Background: an optimization exercise with open tools, aiming at small area, a short achievable clock period and few clock cycles per item. Do not read the settings as production practice. The RTL was checked by simulation tests, not by an equivalence proof against the original design. No activity file was given, so power comes from the tool's default toggle rates.

==> flow/design.v (outline; a module is shown in full before it is edited, if it fits) <==
// module matrix_multiply_10x10_pipelined: 905 lines
// module mm10_fa: 5 lines
// module mm10_ha: 5 lines
// module mm10_han: 5 lines
// module mm10_xor: 3 lines
module matrix_multiply_10x10_pipelined(
    input wire clk,
    input wire reset,
    input wire start,
    input wire [799:0] A,
    input wire [799:0] B,
    output reg [799:0] C,
    output reg done
);
  // ...
==> flow/flow/run.sh <==
#!/bin/bash
# The standard layout (the standard.sh, all its steps), with:
#  - the port buffers that every port gets made buf_2 cells.
# make's full output goes to standard.log.
set -euo pipefail
bash standard.sh SETUP_SLACK_MARGIN=7.9 \
  "BUFFER_PORTS_ARGS=-buffer_cell sky130_fd_sc_hd__buf_2" \
  finish > standard.log 2>&1
==> flow/standard.sh <==
#!/bin/bash
# synth_recipe.tcl (not shown) runs the flow's synth.tcl, then flattens the netlist and writes it again
# the make line also repeats each setting of config.mk as NAME=value (left out here)
make -C /OpenROAD-flow-scripts/flow DESIGN_CONFIG=/design/flow/config.mk WORK_HOME=/design/flow/orfs CLKGATE_MAP_FILE= SYNTH_SCRIPT=/design/flow/synth_recipe.tcl "${@:-finish}"
==> flow/config.mk <==
export PLATFORM = sky130hd
export DESIGN_NAME = matrix_multiply_10x10_pipelined
export DESIGN_NICKNAME = matrix_multiply_10x10_pipelined
export VERILOG_FILES = /design/flow/design.v
export SDC_FILE = /design/flow/constraint.sdc
export NUM_CORES = 4
export LEC_CHECK = 0
export CAP_MARGIN = 20
export CORE_AREA = 130 130 710 710
export DIE_AREA = 0 0 840 840
export SLEW_MARGIN = 20
export SYNTH_HIERARCHICAL = 1
==> flow/constraint.sdc <==
create_clock -name core_clock -period 12.0 [get_ports {clk}]
set_input_delay 2.4000 -clock core_clock [delete_from_list [all_inputs] [get_ports {clk}]]
set_output_delay 2.4000 -clock core_clock [all_outputs]
set_load 0.01 [all_outputs]
==> out/results.txt, run 1 <==
Status: no timing/DRC/antenna violations
R2r setup slk: 7.92 ns
Synth Cell Area: 0.1113 mm²
Post-synthesis xor/xnor area fraction: 0.1094
Worst Reg-to-Reg Cells: 11
Highest metal used: met5
Top flop regs: C (800), arow (80)
Levels on crit path: 9
Most frequent cells in the layout: 3345 x nand2_1, 2335 x buf_2, 1346 x xor2_1, 1109 x fa_1, 1021 x fa_2
Met1 usage: 0.2122
CTS max path bufs: 4
Top Consumer: the clock network
WL/cell: 58.40 µm
DIE WIDTH: 840 µm
Final period utilization: 0.3440
CP dominant cell by count: xor2_1
Max Clk Rate: 242.2 MHz
Number of global-route vias before repair: 95.14k
Post-synth top cells: 3600 x nand2_1, 2130 x fa_1, 1390 x xor2_1, 800 x edfxtp_1, 520 x dfxtp_1
Io pins: 2404
Htree depth: 4
Main synth FF type: edfxtp_1
HP Start: tag_a[1]
Top cell type by total area after synthesis: fa_1
Final Non-Filler Cells: 17.52k
Met1 Routed Length: 282.6 mm
Sequential cell area share: 0.2526
Count leader, synth: nand2_1
Sequential cell area: 0.03555 mm²
# Taps: 4407
Worst Path Required: 12.77 ns
GRT busiest layer: met2
Synth Register Bits: 1351
Signal buf overhead: 0.09739
Crit path max fanout: 7
Inverters: 131
Sequential power: 4.84 mW
Clock Skews: 0.1089 ns
Net count after synthesis: 13.53k
Post-synth cell types: 23
Launch point of the worst reg-to-reg path: arow[73]
Clock period minus worst slack: 4.128 ns
1st-iter DRT viols: 11.95k
Buf/Inv on CP: 1
Power Internal: 7.986 mW
Testbench counts, summed over its fixed seeds: cycles 576, items 48.
==> run 2, diff against run 1 <==
==> flow/flow/run.sh (replaced) <==
#!/bin/bash
# The standard layout (the standard.sh, all its steps), with:
#  - the port buffers that every port gets made buf_2 cells.
# make's full output goes to standard.log.
set -euo pipefail
bash standard.sh SETUP_SLACK_MARGIN=8.5 \
  "BUFFER_PORTS_ARGS=-buffer_cell sky130_fd_sc_hd__buf_2" \
  finish > standard.log 2>&1
==> run 2 against run 1 <==
Compared with the run above:
- utilization is 5.9 points higher
- design area is 14% higher
- first-iteration DRC count is 0.55% higher
- fmax is 2.9% higher
- combinational power is 56% higher
- critical path type unchanged
==> out/results.txt, run 2 <==
Reg power frac: 0.435 (was 0.453)
CP Capture Type: register (unchanged)
Synth top area cells: fa_1 38%, edfxtp_1 22%, nand2_1 12% (unchanged)
Via Count: 99.79k (was 99.68k)
Fill cells: 29.67k (was 32.56k)
Lkg Pwr: 49.46 nW (was 38.23 nW)
Crit path arrival time: 4.79 ns (was 4.90 ns)
Largest net degree at the start of global routing: 66 (was 62)
Vias per cell: 5.801 (was 5.691)
Max FFs per register: 800 (unchanged)
Setup TNS: 0 ns (unchanged)
Max IR drop VDD: 0.1229 mV (was 0.1386 mV)
YS warnings: 7 (unchanged)
Area Growth Syn to Fin: 44.31% (was 26.42%)
Final ANT Viol Nets: 0 (unchanged)
Slew at the pin closest to its max-slew limit: 1.174 ns (was 1.158 ns)
Count leader, synth: nand2_1 (unchanged)
Largest stage delay on the critical path: 0.35 ns (was 0.50 ns)
Net Sw Power: 2.789 mW (was 2.694 mW)
Launch point of the worst reg-to-reg path: arow[10] (was arow[73])
Initial Util: 0.3315 (unchanged)
RSZ-0062 raised after global routing: true (unchanged)
CP cell instances: buf_6, nand2_2, xor2_2, xor2_1, xor2_1, xor2_1, xor2_1, xor2_1, xor2_1, xor2_1, xor2_1, xor2_1 (was clkbuf_4, nand2_1, fa_1, fa_1, xor2_2, xor2_1, xor2_1, xor2_1, xor2_1)
Comb pwr share: 0.085 (was 0.057)
Io pins: 2404 (unchanged)
CP Launch Type: primary input (unchanged)
Async S/R FF share, synth: 0.02295 (unchanged)
Number of global-route vias before repair: 97.22k (was 95.14k)
Fin nets: 15.85k (was 15.65k)
Worst hold stages: 0 (unchanged)
Cell Rows: 213 (unchanged)
Power Internal: 8.337 mW (was 7.986 mW)
CTS max path bufs: 4 (unchanged)
Htree depth: 4 (unchanged)
Clock Sinks: 1351 (unchanged)
Final Cell Area: 0.1607 mm² (was 0.1407 mm²)
Core area: 0.3358 mm² (unchanged)
DRC: 0 (unchanged)
# Max-Cap Violations: 0 (unchanged)
Worst Reg-to-Reg Cells: 12 (was 11)
Commonest non-fill, non-tap cell in the layout: nand2_1 (unchanged)
Clock power frac: 0.480 (was 0.490)
Most frequent cells in the layout: 2191 x nand2_1, 1603 x fa_2, 1170 x xor2_1, 1108 x buf_6, 990 x buf_2 (was 3345 x nand2_1, 2335 x buf_2, 1346 x xor2_1, 1109 x fa_1, 1021 x fa_2)
GP Congestion: 0.9924 (was 0.9818)
Largest Register: C (unchanged)
Die extent in y: 840 µm (unchanged)
1st-iter DRT viols: 12.01k (was 11.95k)
Number of synthesized flops with an enable pin: 800 (unchanged)
Worst Path Required: 12.78 ns (was 12.77 ns)
Share of cells above drive strength 1: 0.5282 (was 0.3583)
Main synth FF type: edfxtp_1 (unchanged)
Status: no timing/DRC/antenna violations (unchanged)
Cell family with the largest share of critical-path delay: XOR/XNOR gates (unchanged)
Placed Area: 0.1316 mm² (was 0.1314 mm²)
Worst-skew pair later-pin latency: 0.91 ns (was 0.93 ns)
Levels on crit path: 12 (was 9)
Buf/Inv on CP: 1 (unchanged)
HP Start: tag_a[0] (was tag_a[1])
Setup crit start: B[117] (was B[289])
Avg Synthesized Cell Area: 11.42 µm² (unchanged)
First-pass GRT wire length: 1234 mm (was 1226 mm)
Slew margin rel.: 0.2167 (was 0.2278)
Final Max Slew Viols: 0 (unchanged)
Mapped Cells: 9747 (unchanged)
CTS clock-pin slew for the worst setup and hold paths: 0.06 ns (about the same)
Synth top area share: 0.3830 (unchanged)
Final setup fails: 0 (unchanged)
Synth Cell Area: 0.1113 mm² (unchanged)
HPWL Detailed: 863.7 mm (was 873.6 mm)
Post-synth cell types: 23 (unchanged)
All-layer global routing usage: 0.2544 (was 0.2538)
WL/cell: 59.80 µm (was 58.40 µm)
GRT overflow: 0 (unchanged)
Final Hold Fails: 0 (unchanged)
Die ar.: 0.7056 mm² (unchanged)
Crit path max fanout: 3 (was 7)
Overall routed net length: 1029 mm (was 1023 mm)
Max Clk Rate: 249.3 MHz (was 242.2 MHz)
Clock Skews: 0.08022 ns (was 0.1089 ns)
DIE WIDTH: 840 µm (unchanged)
Cts bufs inserted: 163 (unchanged)
CTS tree: done (unchanged)
Register area share after synthesis: 0.3163 (unchanged)
Top flop regs: C (800), arow (80) (unchanged)
# port buffers: 2403 (unchanged)
Clock period minus worst slack: 4.011 ns (was 4.128 ns)
Switching portion of total power: 0.2507 (was 0.2523)
Initial antenna violation count: 1115 (was 1560)
Post-synth top cells: 3600 x nand2_1, 2130 x fa_1, 1390 x xor2_1, 800 x edfxtp_1, 520 x dfxtp_1 (unchanged)
Hold WC Path Type: reg2reg (unchanged)
CP dominant cell by count: xor2_1 (unchanged)
CP Class: in2reg (unchanged)
Drt pass-1 iters: 8 (was 6)
Synth Register Bits: 1351 (unchanged)
Final period utilization: 0.3342 (was 0.3440)
Pwr Density: 69.25 mW/mm² (was 75.89 mW/mm²)
Slowest-stage cell, CP: xor2_1 (was fa_1)
Root Buffer: clkbuf_16 (unchanged)
# hold bufs at CTS: 0 (unchanged)
Top cell type by total area after synthesis: fa_1 (unchanged)
Net count after synthesis: 13.53k (unchanged)
[run 2: cells by family (layout without fill, tap and decap cells)]
kind of cell	count (synthesis)	after routing	share of synthesized area
compound gates	401	401	0.03255
xor+xnor	1390	1390	0.1094
fa+ha+maj	2180	2180	0.3886
buf+inv	723	3172	0.02576
flops	1351	1351	0.3163
mux	8	8	0.0008092
other cells	0	598	0
simple gates	3694	3694	0.1266
[run 2: per-layer routing]
layer / global-route usage / share of wire
met1: 0.2121 / 0.27
met5: 0 / 0.0036
met4: 0.1778 / 0.086
met3: 0.1735 / 0.16
met2: 0.4242 / 0.48
[run 2: power groups by stage]
stage               clock (mW)  sequential, mW  combinational [mW]
floorplan                    0            4.96               0.106
global placement             0            4.94               0.567
detailed placement           0            4.94               0.572
CTS                       5.37            4.84               0.817
global route              5.55            4.84               0.946
finish                    5.34            4.84               0.947
[run 2: worst paths after layout]
check / to / slack (ns)
worst min-delay path: tag_r[0] / 0.35
worst max-delay path: r_n870[4] / 7.99
max in group asynchronous: tag_r[5] / 10.01
worst min register to register: tag_r[0] / 0.35
worst max register to register: r_n870[4] / 8.00
min in group asynchronous: done / 1.62
[run 2: area by class of cell]
class,count,area [µm²],share of cell area
timing repair buffer,2743,26660,0.1659
tap,4407,5514,0.03432
timing repair inverter,5,37.54,0.0002336
antenna,598,1496,0.009315
sequential,1351,35560,0.2213
clock inverter,91,1226,0.007632
inverter,131,518.0,0.003224
clock buffer,202,4338,0.02700
multi-input combinational,7673,85310,0.5310
[run 2: timing repair]
action	4_1_cts	5_1_grt
endpoints found under the setup margin	1429	1276
resized for setup	4731	1065
pin swaps	1759	1084
buffers inserted	96	106
gates cloned	2	4
[run 2: stage by stage]
| stage | cells | hold WS, ns | total power, mW | setup slack [ns] | utilization |
|---|---|---|---|---|---|
| detailed placement | 16100 | 0.3347 | 5.513 | 6.859 | 0.3919 |
| global placement | 16100 | 0.3320 | 5.508 | 6.827 | 0.3919 |
| CTS | 16490 | 0.3489 | 11.03 | 8.013 | 0.4584 |
| floorplan | 9747 | 0.3312 | 5.062 | 7.384 | - |
| finish | 17200 | 0.3455 | 11.13 | 7.989 | 0.4784 |
| global route | 17060 | 0.3511 | 11.34 | 7.942 | 0.4774 |

==> what the ideal ports hide <==
No port has a modelled driver above. Below, the same layouts with a new extraction and two added sets of constraints. Step 1, drivers: a clkbuf_16 drives clk and a buf_2 each remaining input, both assumed. Step 2 moves the port delays by t, midway between the first and last clock arrival at a register: inputs arrive t later, outputs are due t later. That takes back most of the time a late clock gives input paths. Three values: no drivers, after step 1, after step 2; two values: the first two.
run	shift t [ns]	setup slack, ns	worst setup path at the end	clock arrival spread, ns
run 1	1.006	7.872 / 7.623 / 6.617	input to register	0.109 / 0.110
run 2	0.999	7.989 / 7.773 / 6.774	input to register	0.080 / 0.080
After both steps every run listed still meets setup and hold. The setup slack of run 1, which loses most, moves by -0.249 ns with the drivers and by -1.255 ns with both steps.
